Background: an optimization exercise with open tools, aiming at small area. Do not read the settings as production practice. Where RTL was checked, it was by simulation tests only, not by an equivalence proof against the original. The flow treats the clock pin as an ideal source. Dropping or thinning the clock tree relies on that and would not hold on a real chip. Power and IR drop assume default switching activity.

==> flow/design.v <==
module i2s (
	input master_enable, 
	input sdin, 
	output reg [31:0] dout_l, dout_r, 
	output reg sdout, 
	input [31:0] din_l, din_r, 
	input bclk_i, lrclk_i, 
	output bclk_o, lrclk_o, 
	input [19:0] bdiv, 
	input [7:0] lrdiv, 
	output reg [2:0] cst, nst, 
	input rstn, clk
);
reg bclk;
reg [19:0] bcnt;
wire [20:0] nb;
assign nb[0] = ~master_enable;
genvar gi;
generate for (gi = 0; gi < 20; gi = gi + 1) begin : g_nb
	assign nb[gi+1] = nb[gi] | bcnt[gi];
end endgenerate
wire bload = ~nb[20];
wire [19:0] bcnt_nx = ~(bcnt ^ nb[19:0]) & (bdiv | {20{~bload}});
always @(negedge rstn or posedge clk) begin
	if(!rstn) begin
		bcnt <= 20'd0;
		bclk <= 1'b0;
	end
	else begin
		bcnt <= bcnt_nx;
		bclk <= master_enable ? (bclk ^ bload) : bclk_i;
	end
end
assign bclk_o = bclk;
reg bclk_d;
always @(negedge rstn or posedge clk) begin
	if(!rstn) bclk_d <= 1'b0;
	else bclk_d <= bclk;
end
wire bclk_10 = bclk_d & ~bclk;
reg lrclk;
reg [7:0] lrcnt;
wire [8:0] nl;
assign nl[0] = ~(master_enable & bclk_10);
generate for (gi = 0; gi < 8; gi = gi + 1) begin : g_nl
	assign nl[gi+1] = nl[gi] | lrcnt[gi];
end endgenerate
wire lload = ~nl[8];
wire [7:0] lrcnt_nx = ~(lrcnt ^ nl[7:0]) & (lrdiv | {8{~lload}});
always @(negedge rstn or posedge clk) begin
	if(!rstn) begin
		lrcnt <= 8'd0;
		lrclk <= 1'b0;
	end
	else begin
		lrcnt <= lrcnt_nx;
		lrclk <= master_enable ? (lrclk ^ lload) : lrclk_i;
	end
end
assign lrclk_o = lrclk;
reg lrclk_d;
always @(negedge rstn or posedge clk) begin
	if(!rstn) lrclk_d <= 1'b0;
	else lrclk_d <= lrclk;
end
wire lrclk_01 = ~lrclk_d & lrclk;
wire lrclk_10 = lrclk_d & ~lrclk;
localparam
	start_l = 3'd5, channel_l = 3'd4, idle_l = 3'd3, 
	start_r = 3'd2, channel_r = 3'd1, idle_r = 3'd0;
reg [4:0] ncnt;
wire in_chan = (cst == channel_l) | (cst == channel_r);
wire last = &ncnt;
always @(negedge rstn or posedge clk) begin
	if(!rstn) cst <= idle_r;
	else cst <= nst;
end
always @(*) begin
	case(cst)
		idle_l: nst = lrclk_01 ? start_r : cst;
		start_r: nst = bclk_10 ? channel_r : cst;
		channel_r: nst = bclk_10 & last ? idle_r : cst;
		idle_r: nst = lrclk_10 ? start_l : cst;
		start_l: nst = bclk_10 ? channel_l : cst;
		channel_l: nst = bclk_10 & last ? idle_l : cst;
		default: nst = cst;
	endcase
end
always @(posedge clk) begin
	if(!in_chan) ncnt <= 5'd0;
	else if(bclk_10) ncnt <= ncnt + 5'd1;
end
reg [31:0] tl, tr;
reg tl_v;
reg sdin_d;
wire rx_bit = last ? sdin_d : sdin;
wire sh_l = bclk_10 & (cst == channel_l);
wire sh_r = bclk_10 & (cst == channel_r);
always @(posedge clk) begin
	sdin_d <= sdin;
	if(cst == idle_l) tl <= din_l;
	else if(sh_l) tl <= {tl[30:0], rx_bit};
	if(cst == idle_r) tr <= din_r;
	else if(sh_r) tr <= {tr[30:0], rx_bit};
end
always @(negedge rstn or posedge clk) begin
	if(!rstn) tl_v <= 1'b0;
	else if(cst == idle_l) tl_v <= 1'b1;
end
always @(negedge rstn or posedge clk) begin
	if(!rstn) sdout <= 1'b0;
	else begin
		case(cst)
			channel_l: sdout <= tl[31] & tl_v;
			channel_r: sdout <= tr[31];
			default: sdout <= sdout;
		endcase
	end
end
reg fin;
always @(negedge rstn or posedge clk) begin
	if(!rstn) fin <= 1'b0;
	else fin <= bclk_10 & in_chan & last;
end
always @(negedge rstn or posedge clk) begin
	if(!rstn) begin
		dout_l <= 32'd0;
		dout_r <= 32'd0;
	end
	else begin
		if(fin & (cst == idle_l)) dout_l <= tl;
		if(fin & (cst == idle_r)) dout_r <= tr;
	end
end
endmodule
Settings: LEC_CHECK=0, ABC_AREA=1, CAP_MARGIN=20, CORE_MARGIN=2, CORE_UTILIZATION=60, SLEW_MARGIN=20; clock period 6.0 ns.
standard.sh (not shown) runs the stock make flow with config.mk's settings and CLKGATE_MAP_FILE= SYNTH_SCRIPT=/design/flow/synth_recipe.tcl, a recipe that flattens the netlist after the stock synthesis.
==> flow/flow/run.sh <==
#!/bin/bash
# Standard ORFS layout (the standard.sh) with these changes:
#  - synthesis: no half-adder extraction, and abc maps the logic for area
#    (flow/area.abc) instead of with ORFS's speed script; the registers are
#    mapped before abc exactly as in the standard synthesis;
#  - ports get the smallest buffer (buf_1);
#  - the clock tree is a plain two-level tree (flow/cts_hook.tcl): a root
#    clkbuf_4 driving 12 clkbuf_8, each driving the registers around it.
# The tools' logs are in orfs/logs/ and the make output in flow_standard.log.
set -euo pipefail
here=$(pwd)
export AREA_ABC_SCRIPT=$here/flow/area.abc
export BUFFER_PORTS_ARGS="-buffer_cell sky130_fd_sc_hd__buf_1"
export PRE_CTS_TCL=$here/flow/cts_hook.tcl
export CLOCK_LEAVES=12
export CLOCK_LEAF_BUF=sky130_fd_sc_hd__clkbuf_8
export CLOCK_ROOT_BUF=sky130_fd_sc_hd__clkbuf_4
sed "s|SYNTH_SCRIPT=[^ ]*|SYNTH_SCRIPT=$here/flow/synth.tcl|" standard.sh > own_standard.sh
grep -q "SYNTH_SCRIPT=$here/flow/synth.tcl" own_standard.sh
bash own_standard.sh ADDER_MAP_FILE= finish > flow_standard.log 2>&1
Other scripts of this flow, unchanged in this note and not shown: flow/flow/area.abc, flow/flow/cts_hook.tcl, flow/flow/synth.tcl
Rerun with:
--- a/flow/design.v
+++ b/flow/design.v
@@ -10,26 +10,28 @@
 	input [7:0] lrdiv, 
 	output reg [2:0] cst, nst, 
 	input rstn, clk
 );
 reg bclk;
-reg [19:0] bcnt;
+localparam [19:0] BINV = 20'haaaaa;
+reg [19:0] bq;
+wire [19:0] bcnt = bq ^ BINV;
 wire [20:0] nb;
 assign nb[0] = ~master_enable;
 genvar gi;
 generate for (gi = 0; gi < 20; gi = gi + 1) begin : g_nb
 	assign nb[gi+1] = nb[gi] | bcnt[gi];
 end endgenerate
 wire bload = ~nb[20];
 wire [19:0] bcnt_nx = ~(bcnt ^ nb[19:0]) & (bdiv | {20{~bload}});
 always @(negedge rstn or posedge clk) begin
 	if(!rstn) begin
-		bcnt <= 20'd0;
+		bq <= BINV;
 		bclk <= 1'b0;
 	end
 	else begin
-		bcnt <= bcnt_nx;
+		bq <= bcnt_nx ^ BINV;
 		bclk <= master_enable ? (bclk ^ bload) : bclk_i;
 	end
 end
 assign bclk_o = bclk;
 reg bclk_d;
@@ -94,16 +96,20 @@
 reg tl_v;
 reg sdin_d;
 wire rx_bit = last ? sdin_d : sdin;
 wire sh_l = bclk_10 & (cst == channel_l);
 wire sh_r = bclk_10 & (cst == channel_r);
+wire ld_l = (cst == idle_l);
+wire ld_r = (cst == idle_r);
+wire hd_l = ~ld_l & ~sh_l;
+wire hd_r = ~ld_r & ~sh_r;
+wire [31:0] tl_nx = ({32{ld_l}} & din_l) | ({32{sh_l}} & {tl[30:0], rx_bit}) | ({32{hd_l}} & tl);
+wire [31:0] tr_nx = ({32{ld_r}} & din_r) | ({32{sh_r}} & {tr[30:0], rx_bit}) | ({32{hd_r}} & tr);
 always @(posedge clk) begin
 	sdin_d <= sdin;
-	if(cst == idle_l) tl <= din_l;
-	else if(sh_l) tl <= {tl[30:0], rx_bit};
-	if(cst == idle_r) tr <= din_r;
-	else if(sh_r) tr <= {tr[30:0], rx_bit};
+	tl <= tl_nx;
+	tr <= tr_nx;
 end
 always @(negedge rstn or posedge clk) begin
 	if(!rstn) tl_v <= 1'b0;
 	else if(cst == idle_l) tl_v <= 1'b1;
 end
The new run went through all stages and came out clean.
Setup slack improves by 0.80 ns.
Fmax grows by 17%.
Hold slack degrades by 0.011 ns.
Sequential share of layout area shrinks by 4.9 points.
Core utilization shrinks by 0.54 points.
Combinational power grows by 14%.
Via count grows by 9.1%.
Critical path depth grows by 1.
Flip-flop and latch count is unchanged.
Global-route usage grows by 2.5 points.
Power grows by 0.72%.
Final area shrinks by 5.9%.
No run of this note takes its clock network from TritonCTS; it comes from the design's own scripts or RTL.

* * *

Another version of the RTL of i2s (not shown whole).
Size in the first run: about 170 I/O pins, ~7900 um^2 of cells after synthesis.
==> module i2s, before the edit <==
module i2s (
	input master_enable, 
	input sdin, 
	output reg [31:0] dout_l, dout_r, 
	output reg sdout, 
	input [31:0] din_l, din_r, 
	input bclk_i, lrclk_i, 
	output bclk_o, lrclk_o, 
	input [19:0] bdiv, 
	input [7:0] lrdiv, 
	output reg [2:0] cst, nst, 
	input rstn, clk
);
reg bclk;
reg [19:0] bcnt;
wire [20:0] bb;
assign bb[0] = master_enable;
genvar gi;
generate for (gi = 0; gi < 20; gi = gi + 1) begin : g_bb
	assign bb[gi+1] = bb[gi] & ~bcnt[gi];
end endgenerate
wire bload = bb[20];
wire [19:0] bcnt_nx = (bcnt ^ bb[19:0]) & (bdiv | {20{~bload}});
always @(negedge rstn or posedge clk) begin
	if(!rstn) begin
		bcnt <= 20'd0;
		bclk <= 1'b0;
	end
	else begin
		bcnt <= bcnt_nx;
		bclk <= master_enable ? (bclk ^ bload) : bclk_i;
	end
end
assign bclk_o = bclk;
reg bclk_d;
always @(negedge rstn or posedge clk) begin
	if(!rstn) bclk_d <= 1'b0;
	else bclk_d <= bclk;
end
wire bclk_10 = bclk_d & ~bclk;
reg lrclk;
reg [7:0] lrcnt;
wire [8:0] lb;
assign lb[0] = master_enable & bclk_10;
generate for (gi = 0; gi < 8; gi = gi + 1) begin : g_lb
	assign lb[gi+1] = lb[gi] & ~lrcnt[gi];
end endgenerate
wire lload = lb[8];
wire [7:0] lrcnt_nx = (lrcnt ^ lb[7:0]) & (lrdiv | {8{~lload}});
always @(negedge rstn or posedge clk) begin
	if(!rstn) begin
		lrcnt <= 8'd0;
		lrclk <= 1'b0;
	end
	else begin
		lrcnt <= lrcnt_nx;
		lrclk <= master_enable ? (lrclk ^ lload) : lrclk_i;
	end
end
assign lrclk_o = lrclk;
reg lrclk_d;
always @(negedge rstn or posedge clk) begin
	if(!rstn) lrclk_d <= 1'b0;
	else lrclk_d <= lrclk;
end
wire lrclk_01 = ~lrclk_d & lrclk;
wire lrclk_10 = lrclk_d & ~lrclk;
localparam
	start_l = 3'd5, channel_l = 3'd4, idle_l = 3'd3, 
	start_r = 3'd2, channel_r = 3'd1, idle_r = 3'd0;
reg [4:0] ncnt;
wire in_chan = (cst == channel_l) | (cst == channel_r);
wire last = &ncnt;
always @(negedge rstn or posedge clk) begin
	if(!rstn) cst <= idle_r;
	else cst <= nst;
end
always @(*) begin
	case(cst)
		idle_l: nst = lrclk_01 ? start_r : cst;
		start_r: nst = bclk_10 ? channel_r : cst;
		channel_r: nst = bclk_10 & last ? idle_r : cst;
		idle_r: nst = lrclk_10 ? start_l : cst;
		start_l: nst = bclk_10 ? channel_l : cst;
		channel_l: nst = bclk_10 & last ? idle_l : cst;
		default: nst = cst;
	endcase
end
always @(negedge rstn or posedge clk) begin
	if(!rstn) ncnt <= 5'd0;
	else if(bclk_10 & in_chan) ncnt <= ncnt + 5'd1;
end
reg [31:0] bin_l, bin_r;
reg bin_l_v;
always @(posedge clk) begin
	if(cst == idle_l) bin_l <= din_l;
	if(cst == idle_r) bin_r <= din_r;
end
always @(negedge rstn or posedge clk) begin
	if(!rstn) bin_l_v <= 1'b0;
	else if(cst == idle_l) bin_l_v <= 1'b1;
end
wire [31:0] bin_l_rev, bin_r_rev;
generate for (gi = 0; gi < 32; gi = gi + 1) begin : g_rev
	assign bin_l_rev[gi] = bin_l[31-gi];
	assign bin_r_rev[gi] = bin_r[31-gi];
end endgenerate
always @(negedge rstn or posedge clk) begin
	if(!rstn) sdout <= 1'b0;
	else begin
		case(cst)
			channel_l: sdout <= bin_l_rev[ncnt] & bin_l_v;
			channel_r: sdout <= bin_r_rev[ncnt];
			default: sdout <= sdout;
		endcase
	end
end
reg [30:0] sr;
reg sr0;
always @(posedge clk) begin
	if(bclk_10 & in_chan & ~last) sr <= {sr[29:0], sdin};
	if(last & ~bclk_10) sr0 <= sdin;
end
always @(negedge rstn or posedge clk) begin
	if(!rstn) begin
		dout_l <= 32'd0;
		dout_r <= 32'd0;
	end
	else begin
		if(cst == idle_l) dout_l <= {sr, sr0};
		if((cst == idle_r) & bin_l_v) dout_r <= {sr, sr0};
	end
end
endmodule
export LEC_CHECK = 0
export CAP_MARGIN = 20
export CORE_MARGIN = 2
export CORE_UTILIZATION = 60
export SLEW_MARGIN = 20
create_clock -name core_clock -period 6.0 [get_ports {clk}]
==> flow/flow/run.sh <==
#!/bin/bash
# Standard ORFS layout with smaller port buffers and a clock tree of small
# clock buffers without dummy loads.
set -euo pipefail
export BUFFER_PORTS_ARGS="-buffer_cell sky130_fd_sc_hd__buf_1"
export CTS_ARGS="-sink_clustering_enable -repair_clock_nets -dont_use_dummy_load -buf_list {sky130_fd_sc_hd__clkbuf_2 sky130_fd_sc_hd__clkbuf_4}"
bash standard.sh > flow_standard.log 2>&1
Rerun with:
--- a/flow/design.v
+++ b/flow/design.v
@@ -97,23 +97,19 @@
 	if(cst == idle_r) bin_r <= din_r;
 end
 always @(negedge rstn or posedge clk) begin
 	if(!rstn) bin_l_v <= 1'b0;
 	else if(cst == idle_l) bin_l_v <= 1'b1;
 end
-wire [31:0] bin_l_rev, bin_r_rev;
-generate for (gi = 0; gi < 32; gi = gi + 1) begin : g_rev
-	assign bin_l_rev[gi] = bin_l[31-gi];
-	assign bin_r_rev[gi] = bin_r[31-gi];
-end endgenerate
+wire [4:0] idx = ~ncnt;
 always @(negedge rstn or posedge clk) begin
 	if(!rstn) sdout <= 1'b0;
 	else begin
 		case(cst)
-			channel_l: sdout <= bin_l_rev[ncnt] & bin_l_v;
-			channel_r: sdout <= bin_r_rev[ncnt];
+			channel_l: sdout <= bin_l[idx] & bin_l_v;
+			channel_r: sdout <= bin_r[idx];
 			default: sdout <= sdout;
 		endcase
 	end
 end
 reg [30:0] sr;
 reg sr0;
Worst hold slack is worse by 7.9 ps.
Worst setup slack gains 170 ps.
Sequential cell count does not change.
Final cell count decreases by 0.43%.
Core utilization falls by 0.13 points.
Die area is about the same.
Power came out higher by 0.35%.
Wire length grows by about 2.2%.
First-iteration DRC count climbs by about 45%.
Via count decreases by about 1.7%.
Synthesized cell count drops by 0.54%.
Non-clock buffer count came out higher by 1.
The RTL of the first run of this note was laid out without a check of its function.

-- port drivers added, routing unchanged --
In the flow no input, the clock included, has a driving cell. The finished layouts below were timed again as built, in two steps.
Step 1, drivers: a clkbuf_16 drives clk and a buf_2 each remaining input, both assumed.
Step 2, shift: input delay + t, output delay - t, t = (earliest + latest rising clock arrival at the registers) / 2. This alone moves slack from input paths to output paths.
a / b / c = no drivers / after step 1 / after step 2; a / b = the first two.
run | t (ns) | setup WS [ns] | worst setup path at the end | latest minus earliest clock arrival (ns) | pins driven straight from the clock port
the first run of note 1 | 0.599 | 0.455 / 0.466 / -0.134 | input to register | 0.025 / 0.025 | 1
the second run of note 1 | 0.587 | 1.252 / 1.265 / 0.679 | input to register | 0.022 / 0.023 | 1
the first run of note 2 | 0.637 | 0.958 / 0.969 / 0.332 | input to register | 0.028 / 0.029 | 1
the second run of note 2 | 0.637 | 1.123 / 1.134 / 0.497 | input to register | 0.045 / 0.045 | 1
With both steps, setup timing fails in the first run of note 1, where it was met with ideal ports.
